This design comes from an exercise in tuning for small area, a short achievable clock period and few clock cycles on the open sky130 flow, not from production work.
For this run, only the layout was checked, not whether the RTL still works.

[flow/run.sh]
#!/bin/bash
# synth_recipe.tcl (not shown) runs the flow's synth.tcl, then flattens the netlist and writes it again
# the make line also repeats each setting of config.mk as NAME=value (left out here)
make -C /OpenROAD-flow-scripts/flow DESIGN_CONFIG=/design/flow/config.mk WORK_HOME=/design/flow/orfs CLKGATE_MAP_FILE= SYNTH_SCRIPT=/design/flow/synth_recipe.tcl finish
[flow/config.mk]
export PLATFORM = sky130hd
export DESIGN_NAME = datapath
export DESIGN_NICKNAME = datapath
export VERILOG_FILES = /design/flow/design.v
export SDC_FILE = /design/flow/constraint.sdc
export NUM_CORES = 8
export LEC_CHECK = 0
export CAP_MARGIN = 20
export CORE_MARGIN = 2
export CORE_UTILIZATION = 40
export SETUP_SLACK_MARGIN = 3
export SLEW_MARGIN = 20
[flow/constraint.sdc]
create_clock -name core_clock -period 35.0 [get_ports {Clk}]
set_input_delay 7.0000 -clock core_clock [delete_from_list [all_inputs] [get_ports {Clk}]]
set_output_delay 7.0000 -clock core_clock [all_outputs]
set_load 0.01 [all_outputs]
[flow/design.v]
`timescale 1ns / 1ps
module ALU32Bit(ALUControl, A, B, ALUResult, Zero);
	input [3:0] ALUControl;  
	input [31:0] A, B;	     
    output reg [31:0] ALUResult;	 
	output reg Zero;	     
	reg [5:0] count; 
    integer i;
    reg flag;
always @ (*)
begin 
    count = 6'd0;
    flag = 1'b1;
    case (ALUControl)
        4'b0000: ALUResult = A+B;
        4'b0001: ALUResult = A-B;
        4'b0010: ALUResult = A*B;
        4'b0011: ALUResult = A&B;
        4'b0100: ALUResult = A|B;
        4'b0101: ALUResult = (A<B);
        4'b0110: ALUResult = (A==B);
        4'b0111: ALUResult = (A!=B);
        4'b1000: ALUResult = A<<B;
        4'b1001: ALUResult = A>>B;
        4'b1010: ALUResult = (A >> B);
        4'b1011: begin  
            for (i = 31; i >= 0; i = i - 1) begin
                if (flag && A[i] == 1'b1)
                    count = count + 6'd1;
                else
                    flag = 1'b0;
            end
            ALUResult = {26'b0, count};
        end
        4'b1100: begin  
            for (i = 31; i >= 0; i = i - 1) begin
                if (flag && A[i] == 1'b0)
                    count = count + 6'd1;
                else
                    flag = 1'b0;
            end
            ALUResult = {26'b0, count};
        end
        default: ALUResult = 32'b0;
     endcase
 if (ALUResult==1&&ALUControl==4'b0111)
    Zero = 1;
 else 
    Zero = 0;
end
endmodule
`timescale 1ns / 1ps
module Mux32Bit2To1(out, inA, inB, sel);
    output reg [31:0] out;
    input [31:0] inA;
    input [31:0] inB;
    input sel;
always @(*) 
begin 
    if (sel==0) 
    out <= inA;
    else 
    out <= inB;
end
endmodule
`timescale 1ns / 1ps
module PCAdder(PCResult, PCAddResult);
    input [31:0] PCResult;
    output reg [31:0] PCAddResult;
    always@(PCResult)
    begin
    PCAddResult <= PCResult + 4 ;
end
endmodule
`timescale 1ns / 1ps
module ProgramCounter(Address, PCResult, Reset, Clk);
	input [31:0] Address;
	input Reset, Clk;
	output reg [31:0] PCResult;
always @ (posedge Clk) 
begin 
    if (Reset==1)
    PCResult <= 32'b0;
    else 
    PCResult <= Address;
end
endmodule
`timescale 1ns / 1ps
module RegisterFile(ReadRegister1, ReadRegister2, WriteRegister, WriteData, RegWrite, Clk, ReadData1, ReadData2,debug_Reg8, debug_Reg16, debug_Reg17, debug_Reg18, 
      debug_Reg19);
input [4:0] ReadRegister1;
input [4:0] ReadRegister2;
input [4:0] WriteRegister;
input  [31:0] WriteData;
input RegWrite, Clk;
output reg [31:0] ReadData1;
output reg [31:0] ReadData2;
 output [31:0] debug_Reg8, debug_Reg16, debug_Reg17,    
   debug_Reg18, debug_Reg19;
  (* mark_debug = "true" *) reg [31:0] RegFile [0:31];
always @ (*)
begin
   ReadData1 <= (ReadRegister1 == 5'd0) ? 32'b0 : RegFile[ReadRegister1]; 
   ReadData2 <= (ReadRegister2 == 5'd0) ? 32'b0 : RegFile[ReadRegister2];
end
always @ (posedge Clk)
begin
    if ( RegWrite == 1 && WriteRegister != 5'd0) begin
        RegFile[WriteRegister] <= WriteData;
                        end
end
assign debug_Reg8 = RegFile[8];
    assign debug_Reg16 = RegFile[16];
    assign debug_Reg17 = RegFile[17];
    assign debug_Reg18 = RegFile[18];
    assign debug_Reg19 = RegFile[19];
endmodule
`timescale 1ns / 1ps
module SignExtension(in, out);
    input [15:0] in;
    output reg [31:0] out;    
always @ (*) 
begin 
    if (in[15]==1)
    begin
    out[15:0] <= in;
    out[31:16] <= 16'hffff;
    end
    else 
    begin
    out[15:0] <= in;
    out[31:16] <= 16'h0000;
    end
end
endmodule
`timescale 1ns / 1ps
module adder(in1,in2,out);
input [31:0] in1,in2;
output reg [31:0] out;
always@(*)begin
out<=in1+in2;
end
endmodule
`timescale 1ns / 1ps
module controller_finalr(Opcode,func,ALUsrc,RegDst,rst,RegWrite,ALUop,MemRead,MemWrite,MemtoReg,PCsrc,sel_a,sel_b);
input [5:0] Opcode;
input [5:0] func;
input rst;
output reg ALUsrc,RegDst,RegWrite,MemRead,MemWrite,MemtoReg,PCsrc,sel_a,sel_b;
output reg [3:0] ALUop;
always @(*)
if ( rst == 1'b1)
begin
ALUsrc <= 1'b0;
RegDst <= 1'b0;
RegWrite <= 1'b0;
ALUop <= 4'b0000;
MemRead <= 1'b0;
MemWrite <= 1'b0;
MemtoReg <= 1'b0;
PCsrc <= 1'b0;
sel_a<=1'b0;
sel_b<=1'b0;
end
else begin
ALUsrc <= 1'b0;
RegDst <= 1'b0;
RegWrite <= 1'b0;
ALUop <= 4'b0000;
MemRead <= 1'b0;
MemWrite <= 1'b0;
MemtoReg <= 1'b0;
PCsrc <= 1'b0;
sel_a<=1'b0;
sel_b<=1'b0;
case(Opcode)
6'b000000: begin 
if (func == 6'b100000 ) 
begin
ALUsrc <= 1'b0;
RegDst <= 1'b1;
RegWrite <= 1'b1;
ALUop <= 4'b0000;
MemRead <= 1'b0;
MemWrite <= 1'b0;
MemtoReg <= 1'b0;
PCsrc <= 1'b0;
sel_a<=1'b0;
sel_b<=1'b0;
end
if (func == 6'b100010 )  
begin
ALUsrc <= 1'b0;
RegDst <= 1'b1;
RegWrite <= 1'b1;
ALUop <= 4'b0001;
MemRead <= 1'b0;
MemWrite <= 1'b0;
MemtoReg <= 1'b0;
PCsrc <= 1'b0;
sel_a<=1'b0;
sel_b<=1'b0;
end
if (func == 6'b100100 )  
begin
ALUsrc <= 1'b0;
RegDst <= 1'b1;
RegWrite <= 1'b1;
ALUop <= 4'b0011;
MemRead <= 1'b0;
MemWrite <= 1'b0;
MemtoReg <= 1'b0;
PCsrc <= 1'b0;
sel_a<=1'b0;
sel_b<=1'b0;
end
if (func == 6'b100101 )  
begin
ALUsrc <= 1'b0;
RegDst <= 1'b1;
RegWrite <= 1'b1;
ALUop <= 4'b0100;
MemRead <= 1'b0;
MemWrite <= 1'b0;
MemtoReg <= 1'b0;
PCsrc <= 1'b0;
sel_a<=1'b0;
sel_b<=1'b0;
end
if (func == 6'b101010 )  
begin
ALUsrc <= 1'b0;
RegDst <= 1'b1;
RegWrite <= 1'b1;
ALUop <= 4'b0101;
MemRead <= 1'b0;
MemWrite <= 1'b0;
MemtoReg <= 1'b0;
PCsrc <= 1'b0;
sel_a<=1'b0;
sel_b<=1'b0;
end
if (func == 6'b000000 )  
begin
ALUsrc <= 1'b1;
RegDst <= 1'b1;
RegWrite <= 1'b1;
ALUop <= 4'b1000;
MemRead <= 1'b0;
MemWrite <= 1'b0;
MemtoReg <= 1'b0;
PCsrc <= 1'b0;
sel_a<=1'b1;
sel_b<=1'b1;
end
if (func == 6'b000010 )  
begin
ALUsrc <= 1'b0;
RegDst <= 1'b1;
RegWrite <= 1'b1;
ALUop <= 4'b1010;
MemRead <= 1'b0;
MemWrite <= 1'b0;
MemtoReg <= 1'b0;
PCsrc <= 1'b0;
sel_a<=1'b1;
sel_b<=1'b1;
end
end
6'b011100: begin 
if (func == 6'b100001 )  
begin
ALUsrc <= 1'b0;
RegDst <= 1'b1;
RegWrite <= 1'b1;
ALUop <= 4'b1011;
MemRead <= 1'b0;
MemWrite <= 1'b0;
MemtoReg <= 1'b0;
PCsrc <= 1'b0;
sel_a<=1'b0;
sel_b<=1'b0;
end
if (func == 6'b100000 )  
begin
ALUsrc <= 1'b0;
RegDst <= 1'b1;
RegWrite <= 1'b1;
ALUop <= 4'b1100;
MemRead <= 1'b0;
MemWrite <= 1'b0;
MemtoReg <= 1'b0;
PCsrc <= 1'b0;
sel_a<=1'b0;
sel_b<=1'b0;
end
if (func == 6'b000010 )  
begin
ALUsrc <= 1'b0;
RegDst <= 1'b1;
RegWrite <= 1'b1;
ALUop <= 4'b0010;
MemRead <= 1'b0;
MemWrite <= 1'b0;
MemtoReg <= 1'b0;
PCsrc <= 1'b0;
sel_a<=1'b0;
sel_b<=1'b0;
end
end
6'b001000: begin 
ALUsrc <= 1'b1;
RegDst <= 1'b0;
RegWrite <= 1'b1;
ALUop <= 4'b0000;
MemRead <= 1'b0;
MemWrite <= 1'b0;
MemtoReg <= 1'b0;
PCsrc <= 1'b0;
sel_a<=1'b0; 
sel_b<=1'b0;
end
6'b001101: begin 
ALUsrc <= 1'b1;
RegDst <= 1'b0;
RegWrite <= 1'b1;
ALUop <= 4'b0100;
MemRead <= 1'b0;
MemWrite <= 1'b0;
MemtoReg <= 1'b0;
PCsrc <= 1'b0; 
sel_a<=1'b0;
sel_b<=1'b0;
end
6'b100011: begin 
ALUsrc <= 1'b1;
RegDst <= 1'b0;
RegWrite <= 1'b1;
ALUop <= 4'b0000;
MemRead <= 1'b1;
MemWrite <= 1'b0;
MemtoReg <= 1'b1;
PCsrc <= 1'b0; 
sel_a<=1'b0;
sel_b<=1'b0;
end
6'b101011: begin 
ALUsrc <= 1'b1;
RegDst <= 1'b1;
RegWrite <= 1'b0;
ALUop <= 4'b0000;
MemRead <= 1'b0;
MemWrite <= 1'b1;
MemtoReg <= 1'b1;
PCsrc <= 1'b1; 
sel_a<=1'b0;
sel_b<=1'b0;
end
6'b000101: begin 
ALUsrc <= 1'b0;
RegDst <= 1'b0;
RegWrite <= 1'b0;
ALUop <= 4'b0111;
MemRead <= 1'b0;
MemWrite <= 1'b0;
MemtoReg <= 1'b0;
PCsrc <= 1'b1; 
sel_a<=1'b0;
sel_b<=1'b0;
end
default: begin
ALUsrc <= 1'b0;
RegDst <= 1'b0;
RegWrite <= 1'b0;
ALUop <= 4'b0000;
MemRead <= 1'b0;
MemWrite <= 1'b0;
MemtoReg <= 1'b0;
PCsrc <= 1'b0;
sel_a<=1'b0;
sel_b<=1'b0;
end
 endcase
 end
endmodule
`timescale 1ns / 1ps
module datapath(Clk,Rst,imem_addr,imem_rdata,dmem_addr,dmem_wdata,dmem_we,dmem_re,dmem_rdata);
input Clk,Rst;
output [31:0] imem_addr;
input  [31:0] imem_rdata;
output [31:0] dmem_addr;
output [31:0] dmem_wdata;
output dmem_we;
output dmem_re;
input  [31:0] dmem_rdata;
wire [31:0] Out;
wire [31:0] PCAddResult,Instruction,ReadData1,ReadData2,ALUIn,SignExtOut,SignExtOut2,ALUResult,ReadData,ALUADDResult,PCMuxResult,PCResult,ALURealIn,addtopOut,readDataMuxOut;
wire RegWrite,RegDstMux,ALUSrc,Zero,MemWrite,MemRead,MemToReg,PCSrc,sel_a,sel_b;
wire [31:0] RegMuxOut;
wire andOut;
wire [3:0] ALUOp;
wire [31:0] debug_Reg8, 	debug_Reg16, debug_Reg17, debug_Reg18, debug_Reg19;
assign imem_addr = PCResult;
assign Instruction = imem_rdata;
controller_finalr my_controller(Instruction[31:26],Instruction[5:0],ALUSrc,RegDstMux,Rst,RegWrite,ALUOp,MemRead,MemWrite,MemToReg,PCSrc,sel_a,sel_b);
ProgramCounter my_programcounter(PCMuxResult,PCResult,Rst,Clk);
PCAdder my_PCAdder(PCResult,PCAddResult);
Mux32Bit2To1 my_RegDst(RegMuxOut,{27'b0,Instruction[20:16]},{27'b0,Instruction[15:11]},RegDstMux);
RegisterFile my_registerFile(Instruction[25:21],Instruction[20:16],RegMuxOut[4:0],Out,RegWrite,Clk,ReadData1,ReadData2,debug_Reg8, debug_Reg16, debug_Reg17, debug_Reg18, 
      debug_Reg19);
SignExtension my_signExt(Instruction[15:0],SignExtOut);
Mux32Bit2To1 my_ALUSrc(ALUIn,ReadData2,SignExtOut,ALUSrc);
ALU32Bit my_ALU(ALUOp,readDataMuxOut,ALURealIn,ALUResult,Zero);
assign dmem_addr = ALUResult;
assign dmem_wdata = ReadData2;
assign dmem_we = MemWrite;
assign dmem_re = MemRead;
assign ReadData = dmem_rdata;
Mux32Bit2To1 my_finalMux(Out,ALUResult,ReadData,MemToReg);
Mux32Bit2To1 my_mux(PCMuxResult,addtopOut,PCAddResult,andOut);
adder addtop(SignExtOut<<2,PCAddResult,addtopOut);
nand andgate(andOut,Zero,PCSrc);
Mux32Bit2To1 my_signExtMux(ALURealIn,ALUIn,{27'b0,Instruction[10:6]},sel_b);
Mux32Bit2To1 my_readdataMux(readDataMuxOut,ReadData1,ReadData2,sel_a);
endmodule
==> impl_metrics.ini <==
[cts]
root_buffer = clkbuf_16
clock_latency_ps = 750
htree_levels = 3
clock_path_buffers = 3
cts_tree = built
cts.sinks = 1054
clk_pin_slew_worst_paths_ps = 90
cts_buffers = 100

[yosys]
seq_area_frac_synth_pct = 38.5
ys_dominant_reg_cell = edfxtp_1
synth_area_leaders = edfxtp_1, mux4_2, fa_1, ha_1, nand2_1
synth_edf_count = 1024
syn_inst = 7148
ys_ff_latch = 1054
syn_area_per_cell_sq_um = 11.4
yosysTopAreaCell = edfxtp_1
synth_cell_types = 120
yosysMostFrequentCell = edfxtp_1
yosysWarnings = 8
synth_area_sq_mm = 0.0815
yosysTopAreaCellShare_pct = 37.7
synth_common_cells = edfxtp_1, nand2_1, inv_1
ys_async_sr_fraction_pct = 0

[sta]
hold_viol = 0
setup_ws_ps = 2060
skew_ps = 41.7
timing.final.crit_share_pct = 94.1
timing.fmax_mhz = 30.4
finalSetupTns_ps = 0
finalSetupViolations = 0
fin_hold_ws_ps = 663
rsz0062_at_grt = yes
slew_violations = 0
max_slew_margin_pct = 17.7
tightestPinTransition_ps = 1230
fin_crit_ps = 32940

[worst_setup_path]
critPathRequiredTime_ps = 28000
crit_path_start_kind = input pin
path_common_cell = ha_1
critPathLaunch = imem_rdata[21]
reg2reg_slack_ps = 15080
crit_path_max_fanout = 6
rr_worst_depth = 112
crit_end = dmem_addr[5]
cp_slowest_cell = mux4_4
crit_type = input pin to output port
cp_slowest_stage_delay_ps = 620
cp-end-kind = output port
critical_path_arrival_ps = 25940
r2r_start = my_registerFile.RegFile[0][31]
rr_endpoint = my_registerFile.RegFile[2][1]

[detailed_routing]
post_drt_wl_per_cell_um = 30.6
postRouteWirelength_um = 309000
postRouteAntennaNets = 0
drt_iter0_markers = 7704
vias = 63100
firstDrtPassIters = 6
route.detailed.drc = 0
viasPerCell = 6.24

[global_routing]
grtUsageTotal_pct = 29.3
grt-busiest-layer = met2
met2_usage_pct = 47.2
grt_max_degree = 100
grt_overflow = 0
met1_usage_pct = 38.0
grt_pass1_vias = 62800
grt_pass1_wl_um = 444000
antenna_found_initial = 9
grt_use_met3_pct = 5.41

[finish]
fill_cells = 18500
drive_above_1_share_pct = 18.2
multiInputGateArea_sq_mm = 0.0468
syn_to_final_growth_pct = 12.6
layout.nets = 8136
regArea_sq_mm = 0.0314

[placed_design]
dpl_worst_slack_ps = 72.2
hpwl_um = 210000
portBuffers = 161
gp_congestion = 0.995

[floorplan]
rows = 165
die_area_sq_mm = 0.207
top_level_ports = 164
die_w_um = 455
start_util_pct = 40.3
fp.dieH_um = 455
core_sq_mm = 0.202

[outcome]
outcome = finished clean

[hold_path]
min-delay-start = my_programcounter.PCResult[2]
hp-class = flip-flop to flip-flop

[run]
maxCapViolCount = 0
-- registers in the layout (all words and copies together) (netlist names) --
name / count
my_registerFile.RegFile: 1024
my_programcounter.PCResult: 30
-- critical path: cells and delay by family --
kind | cells | cell delay, ps
mux | 16 | 3990
xor+xnor | 2 | 450
buf+inv | 11 | 1140
simple gates | 28 | 2630
fa+ha+maj | 28 | 7420
compound gates | 21 | 3300
-- per-layer routing --
metal  share of wire (%)  routed length [um]
met5               0.041                 126
met4                 5.7               17700
met3                  10               31600
met2                  46              143000
met1                  38              116000
-- area by class of cell --
class / instances / area share, %
multi-input combinational: 4978 / 50.9
sequential: 1054 / 34.1
timing repair buffer: 512 / 4.91
tap: 2672 / 3.64
inverter: 704 / 2.89
clock buffer: 115 / 2.79
clock inverter: 67 / 0.658
antenna: 8 / 0.0218
-- cells in the final DEF (no fill, tap or decap), types with 38 or more instances in the layout --
cell                n
a211oi_1           42
a21o_1             39
a21oi_1           307
a22oi_1            68
buf_4             334
clkbuf_16         101
clkdlybuf4s50_1   136
edfxtp_1         1024
fa_1              411
ha_1              282
inv_1             669
mux2_2             59
mux2i_1           238
mux4_2            480
nand2_1           768
nand2b_1           42
nand3_1           121
nor2_1            583
nor3_1            102
o21ai_0           197
o21bai_1           38
o22ai_1            69
xnor2_1           166
xor2_1             69
-- metrics by stage --
step / std cells / utilization (%) / area [sq um]
after detailed placement: 9788 / 43.0 / 86900
after global routing: 10100 / 45.4 / 91800
final: 10100 / 45.4 / 91800
after floorplan: 7181 / - / 81900
after global placement: 9788 / 43.0 / 86900
after CTS: 10100 / 45.2 / 91400
-- worst min-delay path by stage --
stage               slack (ps)  depth (start not counted)                              to
finish                     660                          1   my_programcounter.PCResult[2]
global placement           650                          1   my_programcounter.PCResult[2]
CTS                        660                          1   my_programcounter.PCResult[2]
floorplan                  610                          1   my_programcounter.PCResult[2]
detailed placement         640                          3  my_programcounter.PCResult[30]
global route               730                          1   my_programcounter.PCResult[2]
-- repair_timing --
item,CTS,global route
cloned,7,0
setup buffers,95,29
gates resized for setup,137,40
pin swaps,125,95
hold buffers,0,0
endpoints found under the setup margin,5,5
-- logic make-up (layout without fill, tap and decap cells) --
family	count (synthesis)	in the layout	synth area share, %
multiplexers	800	800	17.4
other	1	42	0.00460
buffers and inverters	1149	1398	5.77
AND/OR/NAND/NOR	1973	1973	10.7
flip-flops	1054	1054	38.5
adder cells (fa/ha/maj)	720	720	14.8
AO/OA/AOI/OAI	1189	1189	9.61
XOR/XNOR	262	262	3.19

-- port drivers added, routing unchanged --
Ports are ideal in the flow. The routed layout listed here was re-timed in OpenROAD.
Step 1 sets driving cells, clkbuf_16 on the clock port and buf_2 on the other inputs (assumed; they add their load-dependent delay and slew).
Step 2 adds t to the input delays and takes it off the output delays; t is the mean of the earliest and latest rising clock arrival at the registers after step 1. Input paths then give back, and output paths get back, about the clock's delay inside the block.
a / b / c = no drivers / after step 1 / after step 2; a / b = the first two.
shift t [ns]: 0.809
setup WS [ns]: 2.061 / 1.736 / 1.736
worst setup path at the end: input to output
slew at the worst register clock pin (ns): 0.09 / 0.09
worst slew at a driven data input, ns: 0.36
After both steps this run still meets setup and hold. The setup slack of this run moves by -0.325 ns with the drivers and by -0.325 ns with both steps.
